From an optimization exercise on the open Yosys and OpenROAD flow, aimed at small area; shortcuts taken in it are not production practice. Only simulation tests tie the RTL to the original design; equivalence was not proved. The clock port is modelled as an ideal driver, which makes a skipped or thinned clock tree look cheaper than it is; a real chip needs a root buffer or a tree. Power and IR drop assume default switching activity.

==> module qspi_wrap, before the edit <==
module qspi_wrap(
    input               qspi_if_req_vld,
    output              qspi_if_req_rdy,
    input   [3:0]       qspi_if_req_addr,
    input               qspi_if_req_read,
    input   [7:0]       qspi_if_req_dat,
    output              qspi_if_rsp_vld,
    input               qspi_if_rsp_rdy,
    output  [7:0]       qspi_if_rsp_dat,
    output              qspi_if_switch_qspi,
    output              qspi_if_sck,
    output              qspi_if_csn,
    output              qspi_if_dq0_en,
    input               qspi_if_dq0_i,
    output              qspi_if_dq0_o,
    output              qspi_if_dq1_en,
    input               qspi_if_dq1_i,
    output              qspi_if_dq1_o,
    output              qspi_if_dq2_en,
    input               qspi_if_dq2_i,
    output              qspi_if_dq2_o,
    output              qspi_if_dq3_en,
    input               qspi_if_dq3_i,
    output              qspi_if_dq3_o,
    input               clk,
    input               rst_n
);
    reg [7:0]   cfg0;        
    reg [3:0]   div;         
    reg         csn;         
    reg         sw;          
    reg         read_tr;     
    reg         active;      
    reg         sck;
    reg [2:0]   cnt;         
    reg [10:0]  presc;       
    reg [7:0]   buf_dat;     
    reg         buf_we;      
    reg [7:0]   rx;          
    reg         rxv;         
    wire [1:0]  mode    = cfg0[7:6];
    wire        dmy     = cfg0[5];
    wire [1:0]  typ     = cfg0[4:3];
    wire        dux     = cfg0[2];
    wire        pha     = mode[1] ^ mode[0];
    wire        cpol    = mode[1];
    wire        t_sgl   = (typ == 2'b00);
    wire        t_dual  = (typ == 2'b01);
    wire        t_quad  = (typ == 2'b10);
    wire        t_res   = (typ == 2'b11);
    wire [11:0] cy;      
    assign cy[0] = 1'b1;
    genvar g;
    generate
        for (g = 0; g < 11; g = g + 1) begin : g_cy
            assign cy[g+1] = cy[g] & presc[g];
        end
    endgenerate
    reg tick;
    always @(*) begin
        case (div)
            4'd1:    tick = cy[1];
            4'd2:    tick = cy[3];
            4'd3:    tick = cy[4];
            4'd4:    tick = cy[2];
            4'd5:    tick = cy[5];
            4'd6:    tick = cy[6];
            4'd7:    tick = cy[7];
            4'd8:    tick = cy[8];
            4'd9:    tick = cy[9];
            4'd10:   tick = cy[10];
            4'd11:   tick = cy[11];
            default: tick = 1'b1;
        endcase
    end
    wire        e2      = tick & (sck ^ pha);    
    wire        e1      = tick & ~(sck ^ pha);   
    wire        tr      = active & ~dmy;
    wire        dm      = active & dmy;
    wire        last    = t_sgl  & (&cnt)
                        | t_dual & cnt[2] & cnt[1]
                        | t_quad & cnt[2];
    wire        tr_end  = tr & e2 & last;
    wire        dm_end  = dm & e2 & (buf_dat == 8'd0);
    wire        rdy     = ~active | tr_end | dm_end;
    wire        hs_any  = qspi_if_req_vld & rdy;
    wire        hs      = hs_any & (qspi_if_req_addr == 4'd2);
    wire        rd_en   = ~buf_we | (t_sgl & dux);
    always @(posedge clk or negedge rst_n) begin
        if (!rst_n) begin
            cfg0    <= 8'h00;
            div     <= 4'h0;
            csn     <= 1'b1;
            sw      <= 1'b0;
            read_tr <= 1'b0;
        end else begin
            if (hs_any & (qspi_if_req_addr == 4'd0))
                cfg0 <= qspi_if_req_dat;
            if (hs_any & (qspi_if_req_addr == 4'd1)) begin
                div <= qspi_if_req_dat[7:4];
                csn <= qspi_if_req_dat[3];
            end
            if (hs_any & (qspi_if_req_addr == 4'd3))
                sw  <= qspi_if_req_dat[0];
            read_tr <= (hs & qspi_if_req_read) | (read_tr & ~(rxv & qspi_if_rsp_rdy));
        end
    end
    always @(posedge clk or negedge rst_n) begin
        if (!rst_n) begin
            active  <= 1'b0;
            sck     <= 1'b0;
            cnt     <= 3'd0;
        end else begin
            active  <= ~rdy | hs;
            if (rdy)
                sck <= hs ? pha : cpol;
            else if (tick)
                sck <= ~sck;
            if (tr & e2)
                cnt <= cnt + {t_quad, t_dual, t_sgl};
        end
    end
    always @(posedge clk) begin
        presc   <= (active & ~tick) ? presc + 11'd1 : 11'd0;
        if (hs) begin
            buf_dat <= qspi_if_req_dat;
            buf_we  <= ~qspi_if_req_read;
        end else if (dm & e2) begin
            buf_dat <= buf_dat - 8'd1;
        end
        rxv     <= tr & e1 & last & rd_en;
    end
    always @(posedge clk)
        if (e1)
            rx <= t_sgl  ? {rx[6:0], qspi_if_dq0_i} :
                  t_dual ? {rx[5:0], qspi_if_dq1_i, qspi_if_dq0_i} :
                           {rx[3:0], qspi_if_dq3_i, qspi_if_dq2_i, qspi_if_dq1_i, qspi_if_dq0_i};
    assign qspi_if_req_rdy      = rdy;
    assign qspi_if_rsp_vld      = ~read_tr | rxv;
    assign qspi_if_rsp_dat      = (qspi_if_req_addr == 4'd0) ? cfg0 :
                                  (qspi_if_req_addr == 4'd1) ? {div, csn, active, 2'b00} :
                                  (qspi_if_req_addr == 4'd2) ? rx : 8'h00;
    assign qspi_if_switch_qspi  = sw;
    assign qspi_if_csn          = csn;
    assign qspi_if_sck          = sck;
    wire [2:0]  i0      = {cnt[2], cnt[1] | typ[1], cnt[0] | typ[1] | typ[0]};
    wire [2:0]  i1      = {cnt[2], cnt[1] | typ[1], 1'b0};
    assign qspi_if_dq0_en       = tr;
    assign qspi_if_dq1_en       = tr & ~t_sgl;
    assign qspi_if_dq2_en       = tr & t_quad;
    assign qspi_if_dq3_en       = tr & t_quad;
    assign qspi_if_dq0_o        = ~t_res & buf_dat[~i0];
    assign qspi_if_dq1_o        = ~t_res & buf_dat[~i1];
    assign qspi_if_dq2_o        = cnt[2] ? buf_dat[2] : buf_dat[6];
    assign qspi_if_dq3_o        = cnt[2] ? buf_dat[3] : buf_dat[7];
endmodule
export LEC_CHECK = 0
export CAP_MARGIN = 0
export CORE_MARGIN = 2
export CORE_UTILIZATION = 40
export GPL_TIMING_DRIVEN = 0
export SLEW_MARGIN = 0
create_clock -name core_clock -period 10.0 [get_ports {clk}]
standard.sh (not shown) runs the stock make flow with config.mk's settings and CLKGATE_MAP_FILE= SYNTH_SCRIPT=/design/flow/synth_recipe.tcl, a recipe that flattens the netlist after the stock synthesis.
==> flow/flow/run.sh <==
#!/bin/bash
# Standard synthesis, then an area re-mapping of the combinational logic
# (flip-flops untouched), then the standard layout with small port buffers,
# with the clock tree replaced by a few clock buffers after CTS.
# Each tool's output goes to a log_*.txt file here.
set -euo pipefail
HERE=$(pwd)
RES=$HERE/orfs/results/$FLOW_PLATFORM/qspi_wrap/base
CLKBUF_CELL=${CLKBUF_CELL:-sky130_fd_sc_hd__clkbuf_16}
CLKBUF_LEVELS=${CLKBUF_LEVELS:-1}
KNOBS=(BUFFER_PORTS_ARGS="-buffer_cell sky130_fd_sc_hd__buf_1"
       CTS_ARGS="-sink_clustering_enable -repair_clock_nets -dont_use_dummy_load")

bash standard.sh synth > log_synth.txt 2>&1

cp $RES/1_2_yosys.v $HERE/std_synth.v
if bash flow/remap.sh $HERE/std_synth.v $HERE/remap.v $HERE/log_remap $HERE/flow/*.abc > log_remap.txt 2>&1 \
   && python3 flow/check_regs.py $HERE/std_synth.v $HERE/remap.v > log_check_regs.txt 2>&1; then
  echo "using the re-mapped netlist"
  cp $HERE/remap.v $RES/1_2_yosys.v
  rm -f $RES/1_synth.odb $RES/1_synth.sdc
  touch $RES/1_2_yosys.v
else
  echo "re-mapping failed: keeping the standard netlist"
fi

bash standard.sh "${KNOBS[@]}" cts > log_to_cts.txt 2>&1

cp $RES/4_cts.odb $HERE/4_cts_orig.odb
if CTS_ODB=$RES/4_cts.odb CLKBUF_CELL=$CLKBUF_CELL CLKBUF_LEVELS=$CLKBUF_LEVELS CLK_NET=clk \
     openroad -no_init -exit flow/one_clkbuf.tcl > log_clkbuf.txt 2>&1; then
  echo "clock tree replaced"
  touch $RES/4_cts.odb
else
  echo "clock tree replacement failed: keeping CTS's tree"
  cp $HERE/4_cts_orig.odb $RES/4_cts.odb
fi

bash standard.sh "${KNOBS[@]}" finish > log_layout.txt 2>&1
Other scripts of this flow, unchanged in this note and not shown: flow/flow/abc1.abc, flow/flow/abc2.abc, flow/flow/abc_ds1.abc, flow/flow/abc_ds2.abc, flow/flow/abc_ds3.abc, flow/flow/check_regs.py, flow/flow/one_clkbuf.tcl, flow/flow/remap.sh
==> next run, changes <==
--- a/flow/design.v
+++ b/flow/design.v
@@ -35,7 +35,7 @@
     reg [2:0]   cnt;         
     reg [10:0]  presc;       
-    reg [7:0]   buf_dat;     
+    reg [7:0]   sr;          
+    reg [3:0]   txh;         
     reg         buf_we;      
-    reg [7:0]   rx;          
     reg         rxv;         
     wire [1:0]  mode    = cfg0[7:6];
@@ -82,5 +82,5 @@
                         | t_quad & cnt[2];
     wire        tr_end  = tr & e2 & last;
-    wire        dm_end  = dm & e2 & (buf_dat == 8'd0);
+    wire        dm_end  = dm & e2 & (sr == 8'd0);
     wire        rdy     = ~active | tr_end | dm_end;
     wire        hs_any  = qspi_if_req_vld & rdy;
@@ -124,33 +124,33 @@
         presc   <= (active & ~tick) ? presc + 11'd1 : 11'd0;
         if (hs) begin
-            buf_dat <= qspi_if_req_dat;
+            sr      <= qspi_if_req_dat;
             buf_we  <= ~qspi_if_req_read;
         end else if (dm & e2) begin
-            buf_dat <= buf_dat - 8'd1;
+            sr      <= sr - 8'd1;
+        end else if (tr & e1) begin
+            sr      <= t_sgl  ? {sr[6:0], qspi_if_dq0_i} :
+                       t_dual ? {sr[5:0], qspi_if_dq1_i, qspi_if_dq0_i} :
+                                {sr[3:0], qspi_if_dq3_i, qspi_if_dq2_i, qspi_if_dq1_i, qspi_if_dq0_i};
         end
+        if (e1)
+            txh     <= sr[7:4];
         rxv     <= tr & e1 & last & rd_en;
     end
-    always @(posedge clk)
-        if (e1)
-            rx <= t_sgl  ? {rx[6:0], qspi_if_dq0_i} :
-                  t_dual ? {rx[5:0], qspi_if_dq1_i, qspi_if_dq0_i} :
-                           {rx[3:0], qspi_if_dq3_i, qspi_if_dq2_i, qspi_if_dq1_i, qspi_if_dq0_i};
     assign qspi_if_req_rdy      = rdy;
     assign qspi_if_rsp_vld      = ~read_tr | rxv;
     assign qspi_if_rsp_dat      = (qspi_if_req_addr == 4'd0) ? cfg0 :
                                   (qspi_if_req_addr == 4'd1) ? {div, csn, active, 2'b00} :
-                                  (qspi_if_req_addr == 4'd2) ? rx : 8'h00;
+                                  (qspi_if_req_addr == 4'd2) ? sr : 8'h00;
     assign qspi_if_switch_qspi  = sw;
     assign qspi_if_csn          = csn;
     assign qspi_if_sck          = sck;
-    wire [2:0]  i0      = {cnt[2], cnt[1] | typ[1], cnt[0] | typ[1] | typ[0]};
-    wire [2:0]  i1      = {cnt[2], cnt[1] | typ[1], 1'b0};
+    wire [3:0]  txv     = (sck ^ pha) ? txh : sr[7:4];
     assign qspi_if_dq0_en       = tr;
     assign qspi_if_dq1_en       = tr & ~t_sgl;
     assign qspi_if_dq2_en       = tr & t_quad;
     assign qspi_if_dq3_en       = tr & t_quad;
-    assign qspi_if_dq0_o        = ~t_res & buf_dat[~i0];
-    assign qspi_if_dq1_o        = ~t_res & buf_dat[~i1];
-    assign qspi_if_dq2_o        = cnt[2] ? buf_dat[2] : buf_dat[6];
-    assign qspi_if_dq3_o        = cnt[2] ? buf_dat[3] : buf_dat[7];
+    assign qspi_if_dq0_o        = t_sgl ? txv[3] : t_dual ? txv[2] : t_quad & txv[0];
+    assign qspi_if_dq1_o        = t_dual ? txv[3] : t_quad & txv[1];
+    assign qspi_if_dq2_o        = txv[2];
+    assign qspi_if_dq3_o        = txv[3];
 endmodule
Outcome: Synthesized cell count increases by about 1.1%. Power decreases by about 8%. Utilization decreases by 0.62 points. Cell area decreases by about 3%. Setup slack is worse by 210 ps. Register-to-register slack is worse by 820 ps. Sequential share of layout area decreases by 3.2 points. Maximum frequency decreases by 3.8%. Global-route usage stays flat. Synthesized area decreases by about 3.5%. Die area decreases by 3.3%. Flip-flop and latch count decreases by 4. Sequential power decreases by about 9%.
In every run of this note, the design's own scripts or RTL, not TritonCTS, make the clock network.

what the ideal ports hide:
No port has a modelled driver above. Below, the same layouts with a new extraction and two added sets of constraints.
Step 1, drivers: a clkbuf_16 drives clk and a buf_2 each remaining input, both assumed.
Step 2 also shifts input and output timing later by t, the mid clock arrival at the registers, as if the neighbouring blocks saw the same clock.
Three values: no drivers, after step 1, after step 2; two values: the first two.
run | shift t [ns] | setup slack, ns | hold WS [ns] | worst setup path at the end | latest minus earliest clock arrival (ns)
the first run | 0.205 | 4.643 / 4.618 / 4.618 | 0.478 / 0.478 / 0.478 | input to output | 0.005 / 0.005
the second run | 0.203 | 4.432 / 4.432 / 4.432 | 0.470 / 0.470 / 0.470 | register to register | 0.006 / 0.006
After both steps setup and hold are still met in every run listed. For the first run, which loses most, drivers alone change the setup slack by -0.025 ns; drivers and shift together by -0.025 ns.
